Background: an optimization exercise with open tools, aiming at small area. Do not read the settings as production practice. Only simulation tests tie the RTL to the original design; equivalence was not proved. Power figures rest on the tool's default switching activity, not on a simulated workload.

==> v23: inputs <==
==> flow/design.v <==
module top_soc #(
    parameter ADDR_WIDTH = 32,
    parameter DATA_WIDTH = 32
)(
    input  logic                  ACLK,
    input  logic                  ARESETN,
    input  logic                  AWVALID,
    output logic                  AWREADY,
    input  logic [ADDR_WIDTH-1:0] AWADDR,
    input  logic                  WVALID,
    output logic                  WREADY,
    input  logic [DATA_WIDTH-1:0] WDATA,
    output logic                  BVALID,
    input  logic                  BREADY,
    output logic [1:0]            BRESP,
    input  logic                  ARVALID,
    output logic                  ARREADY,
    input  logic [ADDR_WIDTH-1:0] ARADDR,
    output logic                  RVALID,
    input  logic                  RREADY,
    output logic [DATA_WIDTH-1:0] RDATA,
    output logic [1:0]            RRESP
);
    logic       aw_ok;
    logic [1:0] aw_cls;
    assign aw_ok  = (AWADDR[1:0] == 2'b00) && (AWADDR[5:4] == 2'b00);
    assign aw_cls = {!aw_ok || AWADDR[2], !aw_ok || (AWADDR[3] && !AWADDR[2])};
    logic       ar_ok;
    logic [2:0] ar_cls;
    assign ar_ok  = (ARADDR[1:0] == 2'b00) && (ARADDR[5:4] == 2'b00);
    assign ar_cls = ar_ok ? {1'b1, ARADDR[3:2]} : 3'b001;
    logic        bresp_err;
    logic [1:0]  awc;
    logic [31:0] wdata;
    logic [2:0]  rq;
    logic        rresp_err;
    logic        ctrl_enable;
    logic [31:0] din;
    logic        din_set;       
    logic        active;
    logic [1:0]  cnt;
    logic [31:0] dout;
    logic        dout_set;      
    logic        dout_reg;      
    assign BRESP = {bresp_err, 1'b0};
    assign RRESP = {rresp_err, 1'b0};
    logic aw_q, w_q;
    logic aw_seen, w_seen, wr_en;
    assign aw_seen = aw_q && !BVALID;
    assign w_seen  = w_q;
    assign wr_en   = aw_q && BVALID;
    logic aw_hs, w_hs, wr_go;
    assign aw_hs = AWVALID && AWREADY;
    assign w_hs  = WVALID && WREADY;
    assign wr_go = aw_seen && w_seen;
    always_ff @(posedge ACLK or negedge ARESETN) begin
        if (!ARESETN) begin
            AWREADY   <= 1'b1;
            WREADY    <= 1'b1;
            BVALID    <= 1'b0;
            bresp_err <= 1'b0;
            aw_q      <= 1'b0;
            w_q       <= 1'b0;
        end else begin
            AWREADY <= !aw_q && !BVALID;
            WREADY  <= !w_q && !BVALID;
            aw_q    <= !BVALID && (aw_hs || aw_q);
            w_q     <= !BVALID && !wr_go && (w_hs || w_q);
            BVALID  <= wr_go || (BVALID && !BREADY);
            if (wr_go)
                bresp_err <= (awc == 2'b11);
        end
    end
    always_ff @(posedge ACLK) begin
        if (aw_hs)
            awc <= aw_cls;
        if (w_hs)
            wdata <= WDATA;
    end
    logic wr_din;
    assign wr_din = wr_en && (awc == 2'b01);
    always_ff @(posedge ACLK or negedge ARESETN) begin
        if (!ARESETN) begin
            ctrl_enable <= 1'b0;
            din_set     <= 1'b0;
        end else begin
            if (wr_en && awc == 2'b00)
                ctrl_enable <= wdata[0];
            if (wr_din)
                din_set <= 1'b1;
        end
    end
    always_ff @(posedge ACLK) begin
        if (wr_din)
            din <= wdata;
    end
    logic done;
    assign done = active && (cnt == 2'd3);
    always_ff @(posedge ACLK or negedge ARESETN) begin
        if (!ARESETN) begin
            active   <= 1'b0;
            dout_set <= 1'b0;
            dout_reg <= 1'b0;
        end else begin
            active <= active ? !done : ctrl_enable;
            if (done) begin
                dout_set <= 1'b1;
                dout_reg <= din_set;
            end
        end
    end
    logic [32:4] inc_c;
    logic [31:4] inc_s;
    genvar gi;
    generate
        for (gi = 4; gi < 32; gi = gi + 1) begin : g_inc
            if (gi == 4)
                assign inc_c[gi] = 1'b1;
            else if (gi == 18)
                assign inc_c[gi] = &din[17:4];
            else
                assign inc_c[gi] = din[gi-1] & inc_c[gi-1];
            assign inc_s[gi] = din[gi] ^ inc_c[gi];
        end
    endgenerate
    assign inc_c[32] = 1'b0;
    always_ff @(posedge ACLK) begin
        cnt <= active ? cnt + 2'd1 : 2'd0;
        if (done)
            dout <= {inc_s, din[3:0]};
    end
    logic ar_hs;
    assign ar_hs = ARVALID && ARREADY;
    logic s_hold, s_din, s_dout, s_inv, s_b0, s_b4;
    assign s_hold = (rq == 3'b000);
    assign s_din  = (rq == 3'b110) && din_set;
    assign s_dout = (rq == 3'b111) && dout_set && dout_reg;
    assign s_inv  = !rq[2] && rq[0];
    assign s_b0   = ((rq == 3'b100) && ctrl_enable) || ((rq == 3'b101) && active);
    assign s_b4   = (rq == 3'b111) && dout_set && !dout_reg;
    logic [31:0] rval;
    assign rval = ({32{s_hold}} & RDATA)
                | ({32{s_din}}  & din)
                | ({32{s_dout}} & dout)
                | ({32{s_inv}}  & 32'hDEADBEEF)
                | {27'b0, s_b4, 3'b0, s_b0};
    always_ff @(posedge ACLK or negedge ARESETN) begin
        if (!ARESETN) begin
            ARREADY   <= 1'b1;
            RVALID    <= 1'b0;
            RDATA     <= '0;
            rresp_err <= 1'b0;
            rq        <= 3'd0;
        end else begin
            ARREADY <= !RVALID || RREADY;
            RVALID  <= RVALID ? !RREADY : ar_hs;
            rq      <= ar_hs ? ar_cls : 3'd0;
            RDATA <= rval;
            if (!s_hold)
                rresp_err <= s_inv;
        end
    end
endmodule
==> flow/flow/run.sh <==
#!/bin/bash
# Own layout flow: the standard ORFS flow (standard.sh) with these changes,
# which only change how the logic is mapped and how much buffering is added:
#  - synthesis is synth_recipe.tcl unchanged except that ABC maps the
#    combinational logic with flow/area.abc (area-oriented);
#  - port buffers are sky130_fd_sc_hd__buf_1 (still one on every used port);
#  - CTS uses clkbuf_8 and no dummy loads.
# make's output goes to flow_make.log; each ORFS step keeps its own log in
# orfs/logs/.
set -euo pipefail
here=$(pwd)
cat flow/abc_override.tcl synth_recipe.tcl > my_synth.tcl
sed "s#SYNTH_SCRIPT=[^ ]*#SYNTH_SCRIPT=$here/my_synth.tcl#" standard.sh > my_standard.sh
grep -q "SYNTH_SCRIPT=$here/my_synth.tcl" my_standard.sh
export MY_ABC_SCRIPT=$here/flow/area.abc
export BUFFER_PORTS_ARGS="-buffer_cell sky130_fd_sc_hd__buf_1"
export CTS_ARGS="-sink_clustering_enable -repair_clock_nets -dont_use_dummy_load -buf_list sky130_fd_sc_hd__clkbuf_8"
bash my_standard.sh > flow_make.log 2>&1
==> flow/flow/abc_override.tcl <==
# Prepended to the standard flow's synthesis script (synth_recipe.tcl): the combinational
# mapping (Yosys's abc call) uses the area-oriented ABC script named by
# MY_ABC_SCRIPT instead of ORFS's speed script. Everything else, including the
# flip-flop mapping, is the standard synthesis.
proc abc {args} {
  set i [lsearch $args -script]
  if {$i >= 0 && [info exists ::env(MY_ABC_SCRIPT)] && $::env(MY_ABC_SCRIPT) ne ""} {
    lset args [expr {$i + 1}] $::env(MY_ABC_SCRIPT)
  }
  yosys abc {*}$args
}
==> flow/flow/area.abc <==
&get -n
&st
&dch -f
&nf -a -R 1000
&put
topo
dnsize -c
==> flow/standard.sh <==
#!/bin/bash
# synth_recipe.tcl (not shown) runs the flow's synth.tcl, then flattens the netlist and writes it again
# the make line also repeats each setting of config.mk as NAME=value (left out here)
make -C /OpenROAD-flow-scripts/flow DESIGN_CONFIG=/design/flow/config.mk WORK_HOME=/design/flow/orfs CLKGATE_MAP_FILE= SYNTH_SCRIPT=/design/flow/synth_recipe.tcl "${@:-finish}"
==> flow/config.mk <==
export PLATFORM = sky130hd
export DESIGN_NAME = top_soc
export DESIGN_NICKNAME = top_soc
export VERILOG_FILES = /design/flow/design.v
export SDC_FILE = /design/flow/constraint.sdc
export NUM_CORES = 4
export LEC_CHECK = 0
export CAP_MARGIN = 20
export CORE_MARGIN = 2
export CORE_UTILIZATION = 40
export SLEW_MARGIN = 20
==> flow/constraint.sdc <==
create_clock -name core_clock -period 5.0 [get_ports {ACLK}]
set_input_delay 1.0000 -clock core_clock [delete_from_list [all_inputs] [get_ports {ACLK}]]
set_output_delay 1.0000 -clock core_clock [all_outputs]
set_load 0.01 [all_outputs]
==> inputs of v12, as changes to v23 <==
==> flow/design.v, changed modules only <==
module top_soc #(
    parameter ADDR_WIDTH = 32,
    parameter DATA_WIDTH = 32
)(
    input  logic                  ACLK,
    input  logic                  ARESETN,
    input  logic                  AWVALID,
    output logic                  AWREADY,
    input  logic [ADDR_WIDTH-1:0] AWADDR,
    input  logic                  WVALID,
    output logic                  WREADY,
    input  logic [DATA_WIDTH-1:0] WDATA,
    output logic                  BVALID,
    input  logic                  BREADY,
    output logic [1:0]            BRESP,
    input  logic                  ARVALID,
    output logic                  ARREADY,
    input  logic [ADDR_WIDTH-1:0] ARADDR,
    output logic                  RVALID,
    input  logic                  RREADY,
    output logic [DATA_WIDTH-1:0] RDATA,
    output logic [1:0]            RRESP
);
    logic       aw_ok;
    logic [1:0] aw_cls;
    assign aw_ok  = (AWADDR[1:0] == 2'b00) && (AWADDR[5:4] == 2'b00);
    assign aw_cls = {!aw_ok || AWADDR[2], !aw_ok || (AWADDR[3] && !AWADDR[2])};
    logic       ar_ok;
    logic [2:0] ar_cls;
    assign ar_ok  = (ARADDR[1:0] == 2'b00) && (ARADDR[5:4] == 2'b00);
    assign ar_cls = !ar_ok ? 3'd5 : {1'b0, ARADDR[3:2]} + 3'd1;
    logic        aw_seen, w_seen, wr_en, bresp_err;
    logic [1:0]  awc;
    logic [31:0] wdata;
    logic [2:0]  rq;
    logic        rresp_err;
    logic        ctrl_enable;
    logic [31:0] din;
    logic        din_set;       
    logic        active;
    logic [1:0]  cnt;
    logic [31:0] dout;
    logic        dout_set;      
    logic        dout_reg;      
    assign BRESP = {bresp_err, 1'b0};
    assign RRESP = {rresp_err, 1'b0};
    logic aw_hs, w_hs, wr_go;
    assign aw_hs = AWVALID && AWREADY;
    assign w_hs  = WVALID && WREADY;
    assign wr_go = aw_seen && w_seen && !BVALID;
    always_ff @(posedge ACLK or negedge ARESETN) begin
        if (!ARESETN) begin
            AWREADY   <= 1'b1;
            WREADY    <= 1'b1;
            BVALID    <= 1'b0;
            bresp_err <= 1'b0;
            aw_seen   <= 1'b0;
            w_seen    <= 1'b0;
            wr_en     <= 1'b0;
        end else begin
            AWREADY <= !aw_seen && !BVALID;
            WREADY  <= !w_seen && !BVALID;
            aw_seen <= !wr_go && (aw_hs || aw_seen);
            w_seen  <= !wr_go && (w_hs || w_seen);
            wr_en   <= wr_go;
            BVALID  <= wr_go || (BVALID && !BREADY);
            if (wr_go)
                bresp_err <= (awc == 2'b11);
        end
    end
    always_ff @(posedge ACLK) begin
        if (aw_hs)
            awc <= aw_cls;
        if (w_hs)
            wdata <= WDATA;
    end
    logic wr_din;
    assign wr_din = wr_en && (awc == 2'b01);
    always_ff @(posedge ACLK or negedge ARESETN) begin
        if (!ARESETN) begin
            ctrl_enable <= 1'b0;
            din_set     <= 1'b0;
        end else begin
            if (wr_en && awc == 2'b00)
                ctrl_enable <= wdata[0];
            if (wr_din)
                din_set <= 1'b1;
        end
    end
    always_ff @(posedge ACLK) begin
        if (wr_din)
            din <= wdata;
    end
    logic done;
    assign done = active && (cnt == 2'd3);
    always_ff @(posedge ACLK or negedge ARESETN) begin
        if (!ARESETN) begin
            active   <= 1'b0;
            dout_set <= 1'b0;
            dout_reg <= 1'b0;
        end else begin
            active <= active ? !done : ctrl_enable;
            if (done) begin
                dout_set <= 1'b1;
                dout_reg <= din_set;
            end
        end
    end
    always_ff @(posedge ACLK) begin
        cnt <= active ? cnt + 2'd1 : 2'd0;
        if (done)
            dout <= {din[31:4] + 28'd1, din[3:0]};
    end
    logic ar_hs;
    assign ar_hs = ARVALID && ARREADY;
    logic [31:0] rval;
    always_comb begin
        case (rq)
            3'd1:    rval = {31'b0, ctrl_enable};
            3'd2:    rval = {31'b0, active};
            3'd3:    rval = din_set ? din : 32'b0;
            3'd4:    rval = !dout_set ? 32'b0 : (dout_reg ? dout : 32'h10);
            default: rval = 32'hDEADBEEF;
        endcase
    end
    always_ff @(posedge ACLK or negedge ARESETN) begin
        if (!ARESETN) begin
            ARREADY   <= 1'b1;
            RVALID    <= 1'b0;
            RDATA     <= '0;
            rresp_err <= 1'b0;
            rq        <= 3'd0;
        end else begin
            ARREADY <= !RVALID || RREADY;
            RVALID  <= RVALID ? !RREADY : ar_hs;
            rq      <= ar_hs ? ar_cls : 3'd0;
            if (rq != 3'd0) begin
                RDATA     <= rval;
                rresp_err <= (rq == 3'd5);
            end
        end
    end
endmodule
==> flow/flow/run.sh (replaced) <==
#!/bin/bash
# Own layout flow: the standard ORFS flow, with two changes that only
# affect how much buffering is added:
#  - port buffers are sky130_fd_sc_hd__buf_1 (one per used port, as usual);
#  - CTS runs without dummy loads.
# Each tool's output goes to the ORFS logs under orfs/logs/; make's own
# output goes to flow_make.log here.
set -euo pipefail
export BUFFER_PORTS_ARGS="-buffer_cell sky130_fd_sc_hd__buf_1"
export CTS_ARGS="-sink_clustering_enable -repair_clock_nets -dont_use_dummy_load"
bash standard.sh > flow_make.log 2>&1
removed: flow/flow/abc_override.tcl
removed: flow/flow/area.abc
==> summary of the runs <==
Count of clock-buffer cells in the layout is the same in v12 and v23.
Against v12, the clock power of v23 is lower by about 33%.
Of v12 and v23, v23 has the higher sequential share of layout area (gap 4.8 points).
Of v23 and v12, v23 has the higher critical path depth (gap 13).
Between v23 and v12, the lower total power is in v23 (gap about 16%, measured against v12).
Global-route usage: v12 is higher than v23 (0.70 points).
Against v12, the register-to-register slack of v23 is lower by 0.86 ns.
Against v23, the worst hold slack of v12 is worse by 0.0017 ns.
Against v12, the die area of v23 is lower by about 7%.
Against v23, the sequential cell count of v12 is higher by 1.
==> figures <==
item	v23	v12
Initial standard-cell utilization of the core	40.5%	41.1%
Sequential Area	0.00421 mm^2	0.00424 mm^2
Met1 usage in global routing	19.1%	18.3%
Final weighted congestion in routability-driven placement	0.738	0.808
Worst vdd rail ir drop	0.229 mV	0.223 mV
Beginning of the worst hold path	wdata[19]$_DFFE_PP_	wdata[29]$_DFFE_PP_
Total Routed Length	9610 um	10900 um
Fraction of synthesized area in multiplexers	0.423%	0.939%
Cell leakage power	2.27 nW	2.45 nW
Combinational power share	11.2%	12.5%
Biggest fanout along the worst timing path	3	24
Outcome	timing/DRC/antenna clean	timing/DRC/antenna clean
Area of the die	0.0143 mm^2	0.0153 mm^2
Overall routing resource usage	14.6%	15.3%
Sw frac	24.4%	24.6%
WL met1	4280 um	4690 um
Proportion of synthesized chip area in sequential cells	79.1%	74.0%
Min-Delay Endpoint	din[19]$_DFFE_PP_	din[29]$_DFFE_PP_
Power in sequential cells	0.00160 W	0.00165 W
Worst-path clk slew	0.07 ns	0.05 ns
Total number of sequential cells	149	150

==> afterwards: timing with drivers on the ports <==
Ports are ideal in the flow. The routed layouts listed here were re-timed in OpenROAD.
Step 1 (the two cells are an assumption about what drives the block):
set clk [get_ports {ACLK}]
set_driving_cell -lib_cell sky130_fd_sc_hd__clkbuf_16 $clk
set_driving_cell -lib_cell sky130_fd_sc_hd__buf_2 [delete_from_list [all_inputs] $clk]
Step 2 times the ports against the registers' clock, not the clock port: input delays grow and output delays shrink by t, the midpoint of the rising clock arrivals with the driver on.
a / b / c = no drivers / after step 1 / after step 2; a / b = the first two.
| run | t, ns | setup slack, ns | worst setup path at the end | slew at the worst register clock pin (ns) | worst data-port slew with drivers (ns) |
|---|---|---|---|---|---|
| v23 | 0.460 | 1.299 / 1.299 / 1.299 | register to register | 0.07 / 0.07 | 0.04 |
| v12 | 0.443 | 2.158 / 2.158 / 2.158 | register to register | 0.06 / 0.06 | 0.03 |
After both steps setup and hold are still met in every run listed.
